This is an optimization exercise on Yosys and OpenROAD, whose aim is small area, not a production implementation. Function was checked by simulation only, so behaviour that the tests miss may differ from the original. The flow treats the clock pin as an ideal source, which a real chip does not have. No activity file was given, so power comes from the tool's default toggle rates.

==> v19 <==
==> flow/design.v (excerpt) <==
module top( input clk,
            input reset,
            input rx_in,
            output blinker,
            output tx_pin);
==> module clkgen, before the edit <==
module clkgen
    ( input wire reset, sysclk,
      output reg clk_div);
    localparam [23:0] UNG  = 24'h955292;
    localparam [23:0] TERM = 24'h004010;    
    reg  [23:0] q;
    wire term = (q == TERM);
    wire clr  = ~reset | term;
    wire [23:0] d;
    assign d[0] = ~(clr | (q[23] ^ q[18]));
    genvar i;
    generate
        for (i = 1; i < 24; i = i + 1) begin : stage
            if (UNG[i]) begin : copy
                assign d[i] = q[i-1];
            end else begin : inv
                assign d[i] = ~(clr | q[i-1]);
            end
        end
    endgenerate
    always @(posedge sysclk) begin
        q       <= d;
        clk_div <= reset & (clk_div ^ term);
    end
endmodule
Settings: LEC_CHECK=0, CAP_MARGIN=0, CORE_MARGIN=2, CORE_UTILIZATION=40, SLEW_MARGIN=0; clock period 20.0 ns.
standard.sh (not shown) runs the stock make flow with config.mk's settings and CLKGATE_MAP_FILE= SYNTH_SCRIPT=/design/flow/synth_recipe.tcl, a recipe that flattens the netlist after the stock synthesis.
==> flow/flow/run.sh <==
#!/bin/bash
# Layout flow: the standard flow (standard.sh) with three changes that
# only cut cell area:
#  - after the standard synthesis, combinational cells are swapped for the
#    smallest drive strength of the same cell (downsize.tcl); registers keep
#    their cells,
#  - clock tree synthesis builds the tree from clkbuf_4 only and inserts no
#    dummy load cells,
#  - the port buffers are buf_1.
# Each tool's output goes to a log file of its own in the work folder.
set -euo pipefail
here=$(pwd)
export CTS_ARGS="-sink_clustering_enable -repair_clock_nets -dont_use_dummy_load -buf_list sky130_fd_sc_hd__clkbuf_4"
export BUFFER_PORTS_ARGS="-buffer_cell sky130_fd_sc_hd__buf_1"
bash standard.sh synth > "$here/flow_synth.log" 2>&1
DS_ODB="$here/orfs/results/${FLOW_PLATFORM:-sky130hd}/top/base/1_synth.odb" \
  openroad -no_init -exit "$here/flow/downsize.tcl" > "$here/flow_downsize.log" 2>&1
bash standard.sh finish > "$here/flow_layout.log" 2>&1
==> flow/flow/downsize.tcl <==
# Swap every combinational cell for the smallest cell of the same family
# (same function and pins, other drive strength). Registers and latches keep
# their cells; don't-use families (lpflow, probe) are never chosen.
set odb $::env(DS_ODB)
read_db $odb
set db [ord::get_db]
set fam [dict create]
foreach lib [$db getLibs] {
  foreach m [$lib getMasters] {
    set n [$m getName]
    if {[$m getType] ne "CORE"} continue
    if {[string match *lpflow* $n] || [string match *probe* $n]} continue
    if {![regexp {^(.*)_([0-9]+)$} $n -> base drv]} continue
    set a [expr {[$m getWidth] * [$m getHeight]}]
    if {![dict exists $fam $base] || $a < [lindex [dict get $fam $base] 1]} {
      dict set fam $base [list $m $a]
    }
  }
}
set n 0
foreach inst [[[$db getChip] getBlock] getInsts] {
  set m [$inst getMaster]
  set mn [$m getName]
  if {[string match *df* $mn] || [string match *dl* $mn]} continue
  if {![regexp {^(.*)_([0-9]+)$} $mn -> base drv]} continue
  if {![dict exists $fam $base]} continue
  lassign [dict get $fam $base] best a
  if {$a < [$m getWidth] * [$m getHeight]} {
    puts "downsize [$inst getName] $mn -> [$best getName]"
    $inst swapMaster $best
    incr n
  }
}
puts "downsized $n cells"
write_db $odb
==> v11 (differences from v19) <==
--- a/flow/design.v
+++ b/flow/design.v
@@ -6,3 +6,3 @@
     reg  [23:0] q;
-    wire term = (q == TERM);
+    wire term = ((q & 24'hFFEFDF) == TERM);
     wire clr  = ~reset | term;
==> flow/flow/run.sh (replaced) <==
#!/bin/bash
# Layout flow: the standard flow (standard.sh) with changes that only cut
# cell area:
#  - synthesis is standard.sh's, except that ABC maps the logic with an
#    area-oriented script (synth.tcl, area.abc); registers are unchanged,
#  - after synthesis, combinational cells are swapped for the smallest drive
#    strength of the same cell (downsize.tcl); registers keep their cells,
#  - the clock tree is built before CTS by clocktree.tcl: the clock port
#    drives one clkbuf_1, which drives six clkbuf_4, each driving the
#    registers of one sixth of the layout; TritonCTS is then limited to the
#    port's net, which has a single sink, so it adds nothing,
#  - the port buffers are buf_1.
# Each tool's output goes to a log file of its own in the work folder.
set -euo pipefail
here=$(pwd)
sed "s|/synth_recipe.tcl|/flow/synth.tcl|" standard.sh > "$here/flow_standard.sh"
grep -q "/flow/synth.tcl" "$here/flow_standard.sh"
export AREA_ABC_SCRIPT="$here/flow/area.abc"
export CTS_ARGS="-sink_clustering_enable -repair_clock_nets -dont_use_dummy_load -buf_list sky130_fd_sc_hd__clkbuf_4 -clk_nets clk"
export PRE_CTS_TCL="$here/flow/clocktree.tcl"
export CLK_COLS=3 CLK_ROWS=2
export CLK_LEAF=sky130_fd_sc_hd__clkbuf_4 CLK_ROOT=sky130_fd_sc_hd__clkbuf_1
export BUFFER_PORTS_ARGS="-buffer_cell sky130_fd_sc_hd__buf_1"
bash "$here/flow_standard.sh" synth > "$here/flow_synth.log" 2>&1
DS_ODB="$here/orfs/results/${FLOW_PLATFORM:-sky130hd}/top/base/1_synth.odb" \
  openroad -no_init -exit "$here/flow/downsize.tcl" > "$here/flow_downsize.log" 2>&1
bash "$here/flow_standard.sh" finish > "$here/flow_layout.log" 2>&1
==> flow/flow/area.abc (new file) <==
strash
&get -n
&fraig -x
&syn3
&syn3
&put
dch -f
amap -m
topo
dnsize -c
==> flow/flow/clocktree.tcl (new file) <==
# Clock tree: the clock port drives one root buffer, which drives
# CLK_COLS x CLK_ROWS leaf buffers; each leaf drives the registers of one
# region (the registers split into columns by x, then each column into rows
# by y, all of equal size) and sits at their centroid.
set block [ord::get_db_block]
set db [ord::get_db]
set clknet [$block findNet clk]
set rootm [$db findMaster $::env(CLK_ROOT)]
set leafm [$db findMaster $::env(CLK_LEAF)]
set cols $::env(CLK_COLS)
set rows $::env(CLK_ROWS)
set sinks {}
foreach iterm [$clknet getITerms] {
  set loc [[$iterm getInst] getLocation]
  lappend sinks [list $iterm [lindex $loc 0] [lindex $loc 1]]
}
proc split_n {lst idx n} {
  set s [lsort -integer -index $idx $lst]
  set out {}
  set len [llength $s]
  for {set i 0} {$i < $n} {incr i} {
    lappend out [lrange $s [expr {$i * $len / $n}] [expr {($i + 1) * $len / $n - 1}]]
  }
  return $out
}
set groups {}
foreach col [split_n $sinks 1 $cols] {
  foreach g [split_n $col 2 $rows] { lappend groups $g }
}
set root [odb::dbInst_create $block $rootm clkbuf_root]
set rnet [odb::dbNet_create $block clknet_root]
$rnet setSigType CLOCK
[$root findITerm A] connect $clknet
[$root findITerm X] connect $rnet
set lx 0; set ly 0; set g 0
foreach grp $groups {
  set leaf [odb::dbInst_create $block $leafm clkbuf_leaf$g]
  set net [odb::dbNet_create $block clknet_leaf$g]
  $net setSigType CLOCK
  set sx 0; set sy 0
  foreach s $grp {
    lassign $s iterm x y
    set sx [expr {$sx + $x}]; set sy [expr {$sy + $y}]
    $iterm disconnect
    $iterm connect $net
  }
  [$leaf findITerm A] connect $rnet
  [$leaf findITerm X] connect $net
  set cx [expr {$sx / [llength $grp]}]; set cy [expr {$sy / [llength $grp]}]
  $leaf setLocation $cx $cy
  $leaf setPlacementStatus PLACED
  set lx [expr {$lx + $cx}]; set ly [expr {$ly + $cy}]
  puts "clocktree: clkbuf_leaf$g drives [llength $grp] clock pins"
  incr g
}
$root setLocation [expr {$lx / $g}] [expr {$ly / $g}]
$root setPlacementStatus PLACED
==> flow/flow/synth.tcl (new file) <==
# The standard synthesis (synth_recipe.tcl) with one change: ABC maps the
# logic with an area-oriented script (flow/area.abc) instead of ORFS's speed
# script. Registers are mapped before ABC runs, so they are the same.
proc synth {args} { yosys synth -nofsm -noshare {*}$args }
proc abc {args} {
  set i [lsearch -exact $args -script]
  if {$i >= 0} { lset args [expr {$i + 1}] $::env(AREA_ABC_SCRIPT) }
  puts "abc with area script: $args"
  yosys abc {*}$args
}
source $::env(SCRIPTS_DIR)/synth.tcl
# left out here: clear keep_hierarchy, flatten, clean up, hide names made inside functions, write 1_2_yosys.v
==> results by group <==
Status
  • Run status: no timing/DRC/antenna violations

Yosys
  • Sequential cell area fraction in the yosys report: 68.9%

Timing
  • Post-route setup slack: 13.67 ns

Detailed routing
  • Wire per inst: 12.6 um
  • Detail Route met2 WL: 1.48 mm
  • Wire length on met3: 165 um

Finish
  • Area of all placed cells without fillers: 2120 um^2
  • Sequential share of cell area: 64.1%
  • Most frequent cells in the layout: dfxtp_1 (56), nor2_1 (35), clkinv_1 (12)
  • Multi-input combinational cell count: 98

Critical path
  • Sequence of cells on the critical path: clkinv_1, o22ai_1, a221o_1, o31ai_1, ha_1, nand2_1, o21ai_0, buf_1
  • Crit path max-delay family: compound AO/OA/AOI/OAI gates
  • Worst reg2reg setup slack: 17.77 ns

Power and ir drop
  • Lkg Pwr: 0.754 nW

GRT
  • Total global-route track usage: 12.0%
# the run above: v11

==> results by group <==
Finish
  • Multi-input combinational cell count: 109
  • Sequential share of cell area: 61.3%

GRT
  • Total global-route track usage: 13.0%

Critical path
  • CP bufs+invs: 1
  • Sequence of cells on the critical path: mux4_2, mux2_2, ha_1, nand2_1, o21ai_0, buf_1
  • Worst reg2reg setup slack: 18.12 ns
  • Crit path max-delay family: multiplexers

Yosys
  • Sequential cell area fraction in the yosys report: 66.1%
  • Adder-cell area share of the yosys netlist: 1.22%

Clock tree
  • Cell at the root of the clock tree: clkbuf_4

Detailed routing
  • Wire per inst: 12.0 um
  • Wire length on met3: 117 um
  • Detail Route met2 WL: 1.35 mm

Timing
  • Post-route setup slack: 13.73 ns

Status
  • Run status: no timing/DRC/antenna violations
# the run above: v19


========
==> v34: inputs <==
Another version of the RTL of top (not shown whole).
Design top, start of the top module:
module top( input clk,
            input reset,
            input rx_in,
            output blinker,
            output tx_pin);
    clkgen u3(.reset(reset), .sysclk(clk), .clk_div(blinker));
    uart2 u_uart(.clk(clk), .reset(reset), .rx_pin(rx_in), .tx_pin(tx_pin));
endmodule
==> module uart2, before the edit <==
module uart2
    (   input  clk,
        input  reset,
        input  rx_pin,
        output tx_pin);
    reg ra, re;
    reg [6:0] rt;
    reg [9:0] sr;
    reg [7:0] rx_data;
    wire r_idle = ~ra & ~re;
    wire rtick  = rt[1] & ~rt[2] & ~rt[4] & rt[5] & ~rt[6];
    wire r_trig = ra & ~re & sr[0] & ~rt[0] & ~rt[1] & rt[2] & rt[3] & ~rt[5] & ~rt[6];
    always @(posedge clk) begin
        if (r_idle)
            rt <= 7'b1010000;             
        else if (rtick)
            rt <= 7'b0010000;             
        else
            rt <= {~rt[5:0], ~(rt[6] ^ rt[3])};
        if (r_idle)
            sr <= 10'b1000000000;
        else if (rtick & ~sr[0])
            sr <= {rx_pin, sr[9:1]};
        else if (rtick)
            sr[1] <= sr[1] | ~rx_pin;
        ra <= reset & ~re & (ra | ~rx_pin);
        re <= reset & ra & (re | (sr[0] & rtick));
        if (reset & re & ~ra & ~sr[1])
            rx_data <= sr[9:2];
    end
    reg [3:0] ti;
    reg [6:0] tt;
    reg carry;
    wire t_idle = ~ti[3] & ~ti[1] &  ti[0];
    wire t_last = ~ti[3] & ~ti[1] & ~ti[0];
    wire t_p0   = ~ti[3] &  ti[1] &  ti[0];
    wire ttick  = tt[0] & ~tt[1] & tt[2] & ~tt[3] & tt[4];
    wire dbit   = rx_data[ti[2:0]];
    always @(posedge clk) begin
        if (t_idle | ttick)
            tt <= 7'b0000000;
        else
            tt <= {~tt[5:0], ~(tt[6] ^ tt[0])};
        if (!reset)
            ti <= 4'd1;
        else if (t_idle) begin
            if (r_trig)
                ti <= 4'd6;
        end else if (ttick | t_last)
            ti <= ti + 4'd1;
        if (t_p0)
            carry <= 1'b1;
        else if (ti[3] & ttick)
            carry <= carry & dbit;
    end
    assign tx_pin = ti[3] ? (dbit ^ carry) : ~(ti[1] & ti[0]);
endmodule
==> flow/config.mk <==
export PLATFORM = sky130hd
export DESIGN_NAME = top
export DESIGN_NICKNAME = top
export VERILOG_FILES = /design/flow/design.v
export SDC_FILE = /design/flow/constraint.sdc
export NUM_CORES = 4
export LEC_CHECK = 0
export CAP_MARGIN = 20
export CORE_MARGIN = 2
export CORE_UTILIZATION = 40
export SLEW_MARGIN = 20
==> flow/constraint.sdc <==
create_clock -name core_clock -period 20.0 [get_ports {clk}]
set_input_delay 4.0000 -clock core_clock [delete_from_list [all_inputs] [get_ports {clk}]]
set_output_delay 4.0000 -clock core_clock [all_outputs]
set_load 0.01 [all_outputs]
==> flow/flow/run.sh <==
#!/bin/bash
# Layout flow: the standard flow (standard.sh) with three changes that
# only cut cell area:
#  - after the standard synthesis, combinational cells are swapped for the
#    smallest drive strength of the same cell (downsize.tcl); registers keep
#    their cells,
#  - clock tree synthesis builds the tree from clkbuf_4 only and inserts no
#    dummy load cells,
#  - the port buffers are buf_1.
# Each tool's output goes to a log file of its own in the work folder.
set -euo pipefail
here=$(pwd)
export CTS_ARGS="-sink_clustering_enable -repair_clock_nets -dont_use_dummy_load -buf_list sky130_fd_sc_hd__clkbuf_4"
export BUFFER_PORTS_ARGS="-buffer_cell sky130_fd_sc_hd__buf_1"
bash standard.sh synth > "$here/flow_synth.log" 2>&1
DS_ODB="$here/orfs/results/${FLOW_PLATFORM:-sky130hd}/top/base/1_synth.odb" \
  openroad -no_init -exit "$here/flow/downsize.tcl" > "$here/flow_downsize.log" 2>&1
bash standard.sh finish > "$here/flow_layout.log" 2>&1
Scripts as last shown in full above: flow/flow/downsize.tcl
==> v7: changes against v34 <==
--- a/flow/design.v
+++ b/flow/design.v
@@ -33,15 +33,15 @@
     reg [9:0] sr;
     reg [7:0] rx_data;
     wire r_idle = ~ra & ~re;
-    wire rtick  = rt[1] & ~rt[2] & ~rt[4] & rt[5] & ~rt[6];
-    wire r_trig = ra & ~re & sr[0] & ~rt[0] & ~rt[1] & rt[2] & rt[3] & ~rt[5] & ~rt[6];
+    wire rtick  = rt[0] & ~rt[1] & rt[2] & rt[3] & rt[5] & rt[6];
+    wire r_trig = ra & ~re & sr[0] & ~rt[0] & ~rt[2] & rt[3] & ~rt[5] & rt[6];
     always @(posedge clk) begin
         if (r_idle)
-            rt <= 7'b1010000;             
+            rt <= 7'b0111001;             
         else if (rtick)
-            rt <= 7'b0010000;             
+            rt <= 7'b0101101;             
         else
-            rt <= {~rt[5:0], ~(rt[6] ^ rt[3])};
+            rt <= {~rt[5:0], (rt[6] ^ rt[3])};
         if (r_idle)
             sr <= 10'b1000000000;
         else if (rtick & ~sr[0])
@@ -59,13 +59,13 @@
     wire t_idle = ~ti[3] & ~ti[1] &  ti[0];
     wire t_last = ~ti[3] & ~ti[1] & ~ti[0];
     wire t_p0   = ~ti[3] &  ti[1] &  ti[0];
-    wire ttick  = tt[0] & ~tt[1] & tt[2] & ~tt[3] & tt[4];
+    wire ttick  = tt[1] & ~tt[2] & tt[3] & ~tt[4] & tt[5];
     wire dbit   = rx_data[ti[2:0]];
     always @(posedge clk) begin
         if (t_idle | ttick)
             tt <= 7'b0000000;
         else
-            tt <= {~tt[5:0], ~(tt[6] ^ tt[0])};
+            tt <= {~tt[5:0], (tt[6] ^ tt[0])};
         if (!reset)
             ti <= 4'd1;
         else if (t_idle) begin
==> flow/flow/run.sh (replaced) <==
#!/bin/bash
# Layout flow: the standard flow (standard.sh) with changes that only cut
# cell area:
#  - after the standard synthesis, combinational cells are swapped for the
#    smallest drive strength of the same cell (downsize.tcl); registers keep
#    their cells,
#  - the clock tree is built before CTS by clocktree.tcl: the clock port
#    drives one clkbuf_1, which drives six clkbuf_4, each driving the
#    registers of one sixth of the layout; TritonCTS is then limited to the
#    port's net, which has a single sink, so it adds nothing,
#  - the port buffers are buf_1.
# Each tool's output goes to a log file of its own in the work folder.
set -euo pipefail
here=$(pwd)
export CTS_ARGS="-sink_clustering_enable -repair_clock_nets -dont_use_dummy_load -buf_list sky130_fd_sc_hd__clkbuf_4 -clk_nets clk"
export PRE_CTS_TCL="$here/flow/clocktree.tcl"
export CLK_COLS=3 CLK_ROWS=2
export CLK_LEAF=sky130_fd_sc_hd__clkbuf_4 CLK_ROOT=sky130_fd_sc_hd__clkbuf_1
export BUFFER_PORTS_ARGS="-buffer_cell sky130_fd_sc_hd__buf_1"
bash standard.sh synth > "$here/flow_synth.log" 2>&1
DS_ODB="$here/orfs/results/${FLOW_PLATFORM:-sky130hd}/top/base/1_synth.odb" \
  openroad -no_init -exit "$here/flow/downsize.tcl" > "$here/flow_downsize.log" 2>&1
bash standard.sh finish > "$here/flow_layout.log" 2>&1
==> flow/flow/clocktree.tcl (new file) <==
# Clock tree: the clock port drives one root buffer, which drives
# CLK_COLS x CLK_ROWS leaf buffers; each leaf drives the registers of one
# region (the registers split into columns by x, then each column into rows
# by y, all of equal size) and sits at their centroid.
set block [ord::get_db_block]
set db [ord::get_db]
set clknet [$block findNet clk]
set rootm [$db findMaster $::env(CLK_ROOT)]
set leafm [$db findMaster $::env(CLK_LEAF)]
set cols $::env(CLK_COLS)
set rows $::env(CLK_ROWS)
set sinks {}
foreach iterm [$clknet getITerms] {
  set loc [[$iterm getInst] getLocation]
  lappend sinks [list $iterm [lindex $loc 0] [lindex $loc 1]]
}
proc split_n {lst idx n} {
  set s [lsort -integer -index $idx $lst]
  set out {}
  set len [llength $s]
  for {set i 0} {$i < $n} {incr i} {
    lappend out [lrange $s [expr {$i * $len / $n}] [expr {($i + 1) * $len / $n - 1}]]
  }
  return $out
}
set groups {}
foreach col [split_n $sinks 1 $cols] {
  foreach g [split_n $col 2 $rows] { lappend groups $g }
}
set root [odb::dbInst_create $block $rootm clkbuf_root]
set rnet [odb::dbNet_create $block clknet_root]
$rnet setSigType CLOCK
[$root findITerm A] connect $clknet
[$root findITerm X] connect $rnet
set lx 0; set ly 0; set g 0
foreach grp $groups {
  set leaf [odb::dbInst_create $block $leafm clkbuf_leaf$g]
  set net [odb::dbNet_create $block clknet_leaf$g]
  $net setSigType CLOCK
  set sx 0; set sy 0
  foreach s $grp {
    lassign $s iterm x y
    set sx [expr {$sx + $x}]; set sy [expr {$sy + $y}]
    $iterm disconnect
    $iterm connect $net
  }
  [$leaf findITerm A] connect $rnet
  [$leaf findITerm X] connect $net
  set cx [expr {$sx / [llength $grp]}]; set cy [expr {$sy / [llength $grp]}]
  $leaf setLocation $cx $cy
  $leaf setPlacementStatus PLACED
  set lx [expr {$lx + $cx}]; set ly [expr {$ly + $cy}]
  puts "clocktree: clkbuf_leaf$g drives [llength $grp] clock pins"
  incr g
}
$root setLocation [expr {$lx / $g}] [expr {$ly / $g}]
$root setPlacementStatus PLACED
Settings changed: CAP_MARGIN 20 to 0, SLEW_MARGIN 20 to 0.
==> v6: changes against v34 <==
==> flow/design.v (replaced) <==
module clkgen
    ( input wire reset, sysclk,
      output reg clk_div);
    localparam [23:0] UNG  = 24'h955292;
    localparam [23:0] TERM = 24'h004010;    
    reg  [23:0] q;
    wire term = (q == TERM);
    wire clr  = ~reset | term;
    wire [23:0] d;
    assign d[0] = ~(clr | (q[23] ^ q[18]));
    genvar i;
    generate
        for (i = 1; i < 24; i = i + 1) begin : stage
            if (UNG[i]) begin : copy
                assign d[i] = q[i-1];
            end else begin : inv
                assign d[i] = ~(clr | q[i-1]);
            end
        end
    endgenerate
    always @(posedge sysclk) begin
        q       <= d;
        clk_div <= reset & (clk_div ^ term);
    end
endmodule
module uart2
    (   input  clk,
        input  reset,
        input  rx_pin,
        output tx_pin);
    reg [3:0] ri;
    reg [6:0] rt;
    reg [8:0] sr;     
    reg [7:0] rx_data;
    wire r_idle = (ri[3] & ri[2]);
    wire r_tail = (ri[3] & ri[1]);
    wire r_end  = (ri[3] & ri[1] & ri[0]);
    wire r_w9   = (ri[3] & ~ri[1] & ri[0]);
    wire rtick  = rt[0] & ~rt[1] & ~rt[3] & rt[4] & ~rt[5];
    always @(posedge clk) begin
        if (r_idle)
            rt <= 7'b0101000;             
        else if (rtick)
            rt <= 7'b0001000;             
        else
            rt <= {~rt[5:0], rt[6] ^ rt[3]};
        if (rtick & ~r_w9)
            sr <= {rx_pin, sr[8:1]};
        else if (rtick)
            sr[0] <= sr[0] | ~rx_pin;
        if (!reset)
            ri <= 4'd12;
        else if (r_idle)
            ri <= rx_pin ? 4'd12 : 4'd0;
        else if (rtick | r_tail)
            ri <= ri + 4'd1;
        if (reset & r_end & ~sr[0])
            rx_data <= sr[8:1];
    end
    reg [3:0] ti;
    reg [6:0] tt;
    reg carry;
    wire t_idle = (ti == 4'd1);
    wire t_stop = (ti == 4'd0);
    wire ttick  = tt[0] & ~tt[1] & tt[2] & tt[4] & tt[6];
    wire t_atA  = ~tt[1] & ~tt[3] & ~tt[4] & ~tt[5] & ~tt[6];
    wire dbit   = rx_data[ti[2:0]];
    always @(posedge clk) begin
        if (t_idle)
            tt <= 7'b0000100;             
        else if (ttick)
            tt <= 7'b1010100;             
        else
            tt <= {~tt[5:0], ~(tt[6] ^ tt[5])};
        if (!reset)
            ti <= 4'd1;
        else if (t_idle)
            ti <= r_end ? 4'd6 : 4'd1;
        else if (ttick | (t_stop & t_atA))
            ti <= ti + 4'd1;
        if (ti == 4'd7)
            carry <= 1'b1;
        else if (ti[3] & ttick)
            carry <= carry & dbit;
    end
    assign tx_pin = (ti == 4'd7) ? 1'b0 : (ti[3] ? (dbit ^ carry) : 1'b1);
endmodule
module top( input clk,
            input reset,
            input rx_in,
            output blinker,
            output tx_pin);
    clkgen u3(.reset(reset), .sysclk(clk), .clk_div(blinker));
    uart2 u_uart(.clk(clk), .reset(reset), .rx_pin(rx_in), .tx_pin(tx_pin));
endmodule
==> flow/run.sh (new file) <==
#!/bin/bash
# synth_recipe.tcl (not shown) runs the flow's synth.tcl, then flattens the netlist and writes it again
# the make line also repeats each setting of config.mk as NAME=value (left out here)
make -C /OpenROAD-flow-scripts/flow DESIGN_CONFIG=/design/flow/config.mk WORK_HOME=/design/flow/orfs CLKGATE_MAP_FILE= SYNTH_SCRIPT=/design/flow/synth_recipe.tcl finish
removed: flow/flow/run.sh
removed: flow/flow/downsize.tcl
removed: flow/standard.sh
==> comparison <==
In non-clock buffer count, v34 and v6 do not differ. Power, highest first: v6, v34, v7. Between v34 and v6, the lower via count is in v34 (gap 2.5%, measured against v6). Clock power, highest first: v6, v34, v7. Against v34, the clock skew of v6 is lower by 0.020 ns. Of v7 and v34, v34 has the higher synthesized area (gap about 0.8%, measured against v34). Die area: v7 < v34 < v6. v7 completed with no timing, DRC or antenna violations. v6 completed without violations. v34 ran to the end with no violations. Against v34, the global-route usage of v7 is lower by 2.1 points. Against v7, the first-iteration DRC count of v34 is smaller by about 23%. In v34 the flip-flop and latch count is lower than in v6, by 1.
==> figures <==
Worst-Margin Slew: v34 0.981 ns; v7 0.997 ns; v6 0.988 ns
Detail Placement HPWL: v34 2330 um; v7 2180 um; v6 2270 um
Master cell of the clock root buffer: v34 sky130_fd_sc_hd__clkbuf_4; v7 -; v6 sky130_fd_sc_hd__clkbuf_8
Global-route wire length before repair: v34 5440 um; v7 5130 um; v6 5710 um
Levels on crit path: v34 6; v7 6; v6 5
Most area-hungry cell type in the Yosys netlist: v34 -; v7 sky130_fd_sc_hd__dfxtp_1; v6 sky130_fd_sc_hd__dfxtp_1
Mean routed wirelength per cell: v34 12.2 um; v7 11.8 um; v6 12.3 um
Proportion of power drawn by the clock network: v34 0.239; v7 0.256; v6 0.369
Overall track demand over capacity in global routing: v34 0.132; v7 0.111; v6 0.122
Max Freq: v34 159 MHz; v7 155 MHz; v6 152 MHz
Synth Area in Compound Gates: v34 -; v7 0.0486; v6 0.0711
Grt met1 use: v34 0.168; v7 0.148; v6 0.151
Worst hold slack across all endpoints: v34 0.335 ns; v7 0.358 ns; v6 0.353 ns
Met3 wirelength from detailed routing: v34 88 um; v7 129 um; v6 95 um
Count of unique library cells instantiated by Yosys: v34 -; v7 35; v6 42
Total standard cell area after synthesis: v34 0.00207 mm2; v7 0.00205 mm2; v6 0.00224 mm2
Crit share post-route: v34 0.314; v7 0.323; v6 0.330
Sequential fraction of total cell area: v34 0.610; v7 0.619; v6 0.580
Outcome: v34 finished clean; v7 finished clean; v6 finished clean
Portion of the layout cell area used by clock cells: v34 0.0303; v7 -; v6 0.0785
Total detailed-routing wirelength: v34 3170 um; v7 3020 um; v6 3310 um

[afterwards: timing with drivers on the ports]
Ports are ideal in the flow. The routed layouts listed here were re-timed in OpenROAD.
Step 1: set_driving_cell puts a clkbuf_16 on clk and a buf_2 on each other input, an assumption about the parent block.
Step 2 times the ports against the registers' clock, not the clock port: input delays grow and output delays shrink by t, the midpoint of the rising clock arrivals with the driver on.
Slacks: ideal / step 1 / step 2; pairs: ideal / step 1.
| run | t (ns) | setup WS [ns] | hold WS [ns] | worst setup path at the end | worst data-port slew with drivers (ns) |
|---|---|---|---|---|---|
| v19 | 0.412 | 13.733 / 13.709 / 14.121 | 0.304 / 0.304 / 0.304 | register to output | 0.03 |
| v11 | 0.594 | 13.674 / 13.650 / 14.244 | 0.348 / 0.348 / 0.348 | register to output | 0.03 |
| v34 | 0.390 | 13.726 / 13.700 / 14.091 | 0.335 / 0.335 / 0.335 | register to output | 0.03 |
| v7 | 0.579 | 13.544 / 13.519 / 14.098 | 0.358 / 0.358 / 0.358 | register to output | 0.03 |
| v6 | 0.361 | 13.409 / 13.382 / 13.743 | 0.353 / 0.353 / 0.353 | register to output | 0.03 |
After both steps every run listed still meets setup and hold.
